Source: an optimization exercise on an open RTL-to-GDS flow (aim: small area). Production flows keep margins and buffers that such runs may drop.
The RTL was checked by simulation tests, not by an equivalence proof against the original design.

**design.v**
```verilog
module cordic_step ( clock, ce, sin_in, cos_in, angle_in, t_angle, atan,
sin_out, cos_out, angle_out, t_angle_out );
parameter integer step = 0;  
parameter integer W = 12;  
input clock, ce;
input signed [W-1:0] sin_in, cos_in, angle_in, t_angle, atan;
output reg signed [W-1:0] sin_out, cos_out, angle_out, t_angle_out;
always @ (posedge clock)
begin
    if( ce == 1'b1 )
    begin
    if(t_angle > angle_in)
    begin
        cos_out <= cos_in - (sin_in >>> step);  
        sin_out <= (cos_in >>> step) + sin_in;
        angle_out <= angle_in + atan;
    end
    else
    begin
        cos_out <= cos_in + (sin_in >>> step);
        sin_out <= -(cos_in >>> step) + sin_in;
        angle_out <= angle_in - atan;
    end
    t_angle_out <= t_angle;
    end  
end
endmodule
`timescale 1ns / 1ps
module mul_Kn(clock, ce, value_in, value_out);
    parameter integer W = 12;  
    parameter FXP_SHIFT = 10;  
    input clock, ce;
    input signed[W-1:0] value_in;
    output reg signed[W-1:0] value_out;
    reg signed [2*W-1:0] val, val_0, val_2, val_4, val_5, val_7, val_7_9_d, val_9;  
    reg signed [2*W-1:0] val_0_2, val_4_5, val_7_9, val_0_2_4_5, val_0_2_4_5_7_9;  
    always @ (posedge clock)
    begin
        if( ce == 1'b1 )
        begin
            val = value_in; val_0 <= val; val_2 <= val << 2; val_4 <= val << 4;
            val_5 <= val << 5; val_7 <= val << 7; val_9 <= val << 9;
            val_0_2 <= val_0 - val_2; val_4_5 <= val_4 - val_5; val_7_9 <= val_7 + val_9;
            val_0_2_4_5 <= val_0_2 + val_4_5;
            val_7_9_d <= val_7_9;  
            val_0_2_4_5_7_9 = val_0_2_4_5 + val_7_9_d;
            value_out <= val_0_2_4_5_7_9 >>> FXP_SHIFT;
        end
    end
endmodule
module cordic_pipe_rtl( clock, reset, ce, angle_in, sin_out, cos_out, valid_out );
parameter integer W = 12;  
parameter FXP_MUL = 1024;  
parameter PIPE_LATENCY = 15;  
input clock, reset, ce;
input [W-1:0] angle_in;  
output [W-1:0] sin_out, cos_out;
output valid_out;  
  wire signed [11:0] atan[0:10];
  assign atan[0] = 12'b001100100100;
  assign atan[1] = 12'b000111011011;
  assign atan[2] = 12'b000011111011;
  assign atan[3] = 12'b000001111111;
  assign atan[4] = 12'b000001000000;
  assign atan[5] = 12'b000000100000;
  assign atan[6] = 12'b000000010000;
  assign atan[7] = 12'b000000001000;
  assign atan[8] = 12'b000000000100;
  assign atan[9] = 12'b000000000010;
  assign atan[10] = 12'b000000000001;
wire signed [W-1:0] sin_tab [0:11];
wire signed [W-1:0] cos_tab [0:11];
wire signed [W-1:0] t_angle_tab [0:11];  
wire signed [W-1:0] angle_tab [0:11];
reg [4:0] valid_cnt;  
always@(posedge clock)
begin
    if ( reset == 1'b1 )
    valid_cnt <= PIPE_LATENCY;  
    else
    if( ( valid_cnt != 0 ) && ( ce == 1'b1 ) )
    valid_cnt <= valid_cnt - 1;  
end
assign valid_out = ( valid_cnt == 0 )? 1'b1 : 1'b0;  
assign cos_tab[0] = 1.0 * FXP_MUL;
assign sin_tab[0] = 0;
assign angle_tab[0] = 0;
assign t_angle_tab[0] = angle_in;
genvar j;
generate for (j=0; j<11; j=j+1)
begin: cordic_step_loop
    cordic_step #(j) cordic_step_0 ( clock, ce, sin_tab[j], cos_tab[j], angle_tab[j], t_angle_tab[j], atan[j],
                                 sin_tab[j+1], cos_tab[j+1], angle_tab[j+1], t_angle_tab[j+1] );
end  
endgenerate  
mul_Kn mul_Kn_sin ( clock, ce, sin_tab[11], sin_out );
mul_Kn mul_Kn_cos ( clock, ce, cos_tab[11], cos_out );
endmodule
```
**constraint.sdc**
```tcl
create_clock -name core_clock -period 5.0 [get_ports {clock}]
set_input_delay 1.0000 -clock core_clock [delete_from_list [all_inputs] [get_ports {clock}]]
set_output_delay 1.0000 -clock core_clock [all_outputs]
set_load 0.01 [all_outputs]
```
**config.mk**
```make
export PLATFORM = sky130hd
export DESIGN_NAME = cordic_pipe_rtl
export DESIGN_NICKNAME = cordic_pipe_rtl
export VERILOG_FILES = /design/flow/design.v
export SDC_FILE = /design/flow/constraint.sdc
export NUM_CORES = 4
export LEC_CHECK = 0
export CAP_MARGIN = 20
export CORE_MARGIN = 2
export CORE_UTILIZATION = 40
export SLEW_MARGIN = 20
```
**run.sh**
```bash
#!/bin/bash
# synth_recipe.tcl (not shown) runs the flow's synth.tcl, then flattens the netlist and writes it again
# the make line also repeats each setting of config.mk as NAME=value (left out here)
make -C /OpenROAD-flow-scripts/flow DESIGN_CONFIG=/design/flow/config.mk WORK_HOME=/design/flow/orfs CLKGATE_MAP_FILE= SYNTH_SCRIPT=/design/flow/synth_recipe.tcl finish
```
==> run summary <==
state kept, by name (all words and copies together) (netlist names), 13 cells and up:
| signal | cells |
|---|---|
| mul_Kn_sin.val_0_2 | 13 |
| cordic_step_loop.cordic_step_0.cos_out | 95 |
| mul_Kn_cos.val_7_9_d | 13 |
| mul_Kn_cos.val_7_9 | 13 |
| cordic_step_loop.cordic_step_0.t_angle_out | 120 |
| mul_Kn_sin.val_4_5 | 13 |
| cordic_step_loop.cordic_step_0.sin_out | 95 |
| mul_Kn_sin.val_7_9_d | 13 |
| mul_Kn_sin.val_0_2_4_5 | 14 |
| mul_Kn_cos.val_0_2 | 13 |
| mul_Kn_sin.val_7_9 | 13 |
| mul_Kn_cos.val_4_5 | 13 |
| mul_Kn_cos.val_0_2_4_5 | 14 |
| cordic_step_loop.cordic_step_0.angle_out | 100 |
per-layer routing:
metal	wire [um]	track usage, %	vias to the layer above
li1	-	-	10759
met2	30300	25.3	170
met3	1350	2.08	114
met1	23200	13.9	9426
met5	0	0	-
met4	1880	4.92	0
cells by family (layout without fill, tap and decap cells):
group           Yosys count  in the layout  share of synthesized area, %
compound gates          600            600                          10.9
mux                      33             33                         0.984
fa+ha+maj               483            483                          17.9
flops                   595            595                          51.0
simple gates            553            553                          7.40
xor+xnor                329            329                          8.32
buf+inv                 331            489                          3.57
path summary, 6_finish.rpt:
path,from,end,slack (ns),cells after the start
hold / removal,mul_Kn_sin.val_0_2[1],mul_Kn_sin.val_0_2_4_5[1],0.41,0
setup reg to reg,cordic_step_loop[4].cordic_step_0.t_angle_out[2],cordic_step_loop[5].cordic_step_0.sin_out[11],0.42,22
setup / recovery,cordic_step_loop[4].cordic_step_0.t_angle_out[2],cordic_step_loop[5].cordic_step_0.sin_out[11],0.42,22
hold reg to reg,mul_Kn_sin.val_0_2[1],mul_Kn_sin.val_0_2_4_5[1],0.41,0
synthesized netlist by cell type, drive strengths merged (3+ instances only):
library cell / count
a2111oi: 3
a211o: 5
a211oi: 6
a21boi: 22
a21o: 85
a21oi: 197
a31o: 10
a31oi: 12
a41o: 3
and3: 11
buf: 6
clkbuf: 24
dfxtp: 5
edfxtp: 590
fa: 28
ha: 451
inv: 300
maj3: 4
mux2: 11
mux2i: 22
nand2: 96
nand2b: 39
nand3: 27
nand4: 20
nand4b: 3
nor2: 216
nor2b: 39
nor3: 64
nor3b: 4
nor4: 11
o21a: 47
o21ai: 117
o21bai: 43
o22ai: 6
o31a: 6
o31ai: 7
o41ai: 9
or2: 8
or3: 8
xnor2: 233
xor2: 94
final cells by class:
class / count / area (um2) / share of cell area [%]
Sequential cell: 595 / 17800 / 45.5
Clock inverter: 35 / 410 / 1.05
Multi-Input combinational cell: 1998 / 15900 / 40.6
Inverter: 301 / 1130 / 2.89
Tap cell: 1155 / 1450 / 3.69
Clock buffer: 91 / 1850 / 4.72
Timing Repair Buffer: 62 / 622 / 1.59
cells in the final DEF (no fill, tap or decap), types with 8 or more instances in the layout:
master	count
sky130_fd_sc_hd__mux2i_1	21
sky130_fd_sc_hd__and3_1	11
sky130_fd_sc_hd__nand2_1	96
sky130_fd_sc_hd__nor4_1	11
sky130_fd_sc_hd__nand4_1	20
sky130_fd_sc_hd__a31oi_1	11
sky130_fd_sc_hd__o21ai_1	10
sky130_fd_sc_hd__a21oi_1	194
sky130_fd_sc_hd__clkbuf_1	20
sky130_fd_sc_hd__clkdlybuf4s50_1	38
sky130_fd_sc_hd__clkbuf_16	71
sky130_fd_sc_hd__or2_2	8
sky130_fd_sc_hd__o41ai_1	8
sky130_fd_sc_hd__inv_1	299
sky130_fd_sc_hd__nor3_1	64
sky130_fd_sc_hd__o21ai_0	106
sky130_fd_sc_hd__xnor2_1	233
sky130_fd_sc_hd__xor2_1	94
sky130_fd_sc_hd__ha_1	451
sky130_fd_sc_hd__a21o_1	85
sky130_fd_sc_hd__mux2_2	11
sky130_fd_sc_hd__fa_1	28
sky130_fd_sc_hd__nand3_1	27
sky130_fd_sc_hd__clkinv_1	14
sky130_fd_sc_hd__nor2_1	216
sky130_fd_sc_hd__edfxtp_1	590
sky130_fd_sc_hd__o21bai_1	42
sky130_fd_sc_hd__nor2b_1	39
sky130_fd_sc_hd__buf_4	18
sky130_fd_sc_hd__nand2b_1	39
sky130_fd_sc_hd__a21boi_0	21
sky130_fd_sc_hd__o21a_1	47
sky130_fd_sc_hd__or3_1	8
what timing repair did:
| action | 4_1_cts | 5_1_grt |
|---|---|---|
| setup buffers | 0 | 3 |
| resized for setup | 0 | 4 |
| endpoints found under the setup margin | 0 | 2 |
through the flow:
| stage | cell area [um2] | std cells |
|---|---|---|
| 3_3_place_gp | 36900 | 4108 |
| 3_5_place_dp | 36900 | 4108 |
| 5_1_grt | 39200 | 4237 |
| 2_1_floorplan | 35000 | 2924 |
| 6_report | 39200 | 4237 |
| 4_1_cts | 39200 | 4234 |
==> flow_metrics.tcl <==
set metrics [dict create \
    outcome "complete, no violations" \
    clock_latency_ns 0.61 \
    path_buf_inv 2 \
    setup_repair_after_global_routing_missed_its_margin "false" \
    cts-root-buf "sky130_fd_sc_hd__clkbuf_16" \
    tritoncts "yes" \
    cp_cell_sequence "ha_1 -> a21o_1 -> a21o_1 -> a21o_1 -> a21o_1 -> a21oi_1 -> o211ai_1 -> a31oi_2 -> buf_6 -> mux2i_2 -> inv_1 -> ha_1 -> o21a_1 -> o21a_1 -> o21ai_0 -> a21boi_0 -> o21ai_0 -> nand2b_1 -> a21o_1 -> a21oi_2 -> o21ai_0 -> xnor2_1" \
    setup_slack_after_layout_ns 0.420 \
    grt_use_total_pct 13.0 \
    place.port_buffers 39 \
    yosysTopAreaCellShare_pct 50.7 \
    ant_nets 0 \
    core_area_um2 86800 \
    worst_pin_slew_ns 0.726 \
    max-cap-violations 0 \
    worst_path_most_repeated_cell "sky130_fd_sc_hd__a21o_1" \
    crit_fanout 10 \
    worstSetupEndpointType "flip-flop" \
    postSynthNetCount 3418 \
    required_ns 5.34 \
    synth_enable_flop_cells 590 \
    cp-start-kind "flip-flop" \
    row_count 108 \
    post_synth_num_cell_types 72 \
    finClkSkew_ns 0.0306 \
    post-route-period-util_pct 91.6 \
    post-route-drc-count 0 \
    final-hold-violation-count 0 \
    detail_route.wl_per_cell_um 13.4 \
    setup_tns_ns 0 \
    vias_in_the_first_global_route 20768 \
    design.die.area_um2 89800 \
    postRouteWirelength_mm 56.7 \
    synth_seq_cells 595 \
    floorplan.die.width_um 300 \
    worst_path_cell_with_the_longest_stage_delay "sky130_fd_sc_hd__edfxtp_1" \
    syn_inst 2924 \
    critical_path.max_stage_delay_ns 0.39 \
    data_arrival_critical_path_ns 4.92 \
    diodes 0 \
    count_of_hold_fix_buffers_inserted_at_cts 0 \
    setup_slack_placement_ns 0.352 \
    start_util_pct 40.3 \
    post_route_cells_drive_above_1_share_pct 5.13 \
    timing.hold.worst.class "flip-flop to flip-flop" \
    drtPass1Iterations 4 \
    final_wtd_congestion 0.789 \
    utilization_pct 45.2 \
    finalMaxSlewViolations 0 \
    route.vias.total 20469 \
    synth-warning-count 15 \
    setup-violations-final 0 \
    area_delta_synth_final_pct 12.1 \
    io-pin-count 40 \
    fmaxAchievable_mhz 218 \
    synth-main-ff-cell "sky130_fd_sc_hd__edfxtp_1" \
    synth_top_cells_by_area "sky130_fd_sc_hd__edfxtp_1, sky130_fd_sc_hd__ha_1, sky130_fd_sc_hd__xnor2_1" \
    synth_area_per_cell_um2 12.0 \
    layout_fillers 7945 \
    h-tree-depth 3 \
    cts-buffers-inserted 71 \
    slew_headroom_pct 50.3 \
    synth.largest_area_cell "sky130_fd_sc_hd__edfxtp_1" \
    num-nets-final 3523 \
    initial_antenna_violation_count 0 \
    post-route-min-period_ns 4.58 \
    fin_hold_ws_ns 0.412 \
    synth_area_um2 35000 \
    path_class "flip-flop to flip-flop" \
    drt-initial-drc-count 720 \
    grt_first_pass_wirelength_mm 96.7 \
    die-height_um 300 \
    asyncSetResetFlopFracSynth_pct 0 \
    crit_family "compound AO/OA/AOI/OAI gates" \
    pin_count_of_the_biggest_net_entering_global_routing 123 \
    grt-ovfl-total 0 \
    dp.final_hpwl_mm 42.4 \
    routed_via_density 4.83 \
    clock_sink_count 595 \
    post_cts_clock_slew_at_the_launch_and_capture_registers_of_the_worst_setup_and_hold_paths_ns 0.06 \
    synth_sequential_area_ratio_pct 51.0 \
    cts-root-to-sink-buffers 3 \
]

==> re-timing with driven ports <==
The flow's constraints put no driver on any port. The routed layout listed below was extracted and timed again, unchanged, in two steps.
Step 1 (the two cells are an assumption about what drives the block):
set clk [get_ports {clock}]
set_driving_cell -lib_cell sky130_fd_sc_hd__clkbuf_16 $clk
set_driving_cell -lib_cell sky130_fd_sc_hd__buf_2 [delete_from_list [all_inputs] $clk]
Step 2 times the ports against the registers' clock, not the clock port: input delays grow and output delays shrink by t, the midpoint of the rising clock arrivals with the driver on.
a / b / c = no drivers / after step 1 / after step 2; a / b = the first two.
t (ns): 0.658
setup WS [ns]: 0.420 / 0.420 / 0.420
worst setup path at the end: register to register
slew at the worst register clock pin (ns): 0.06 / 0.06
After both steps this run still meets setup and hold. The setup slack of this run moves by 0.000 ns with the drivers and by 0.000 ns with both steps.
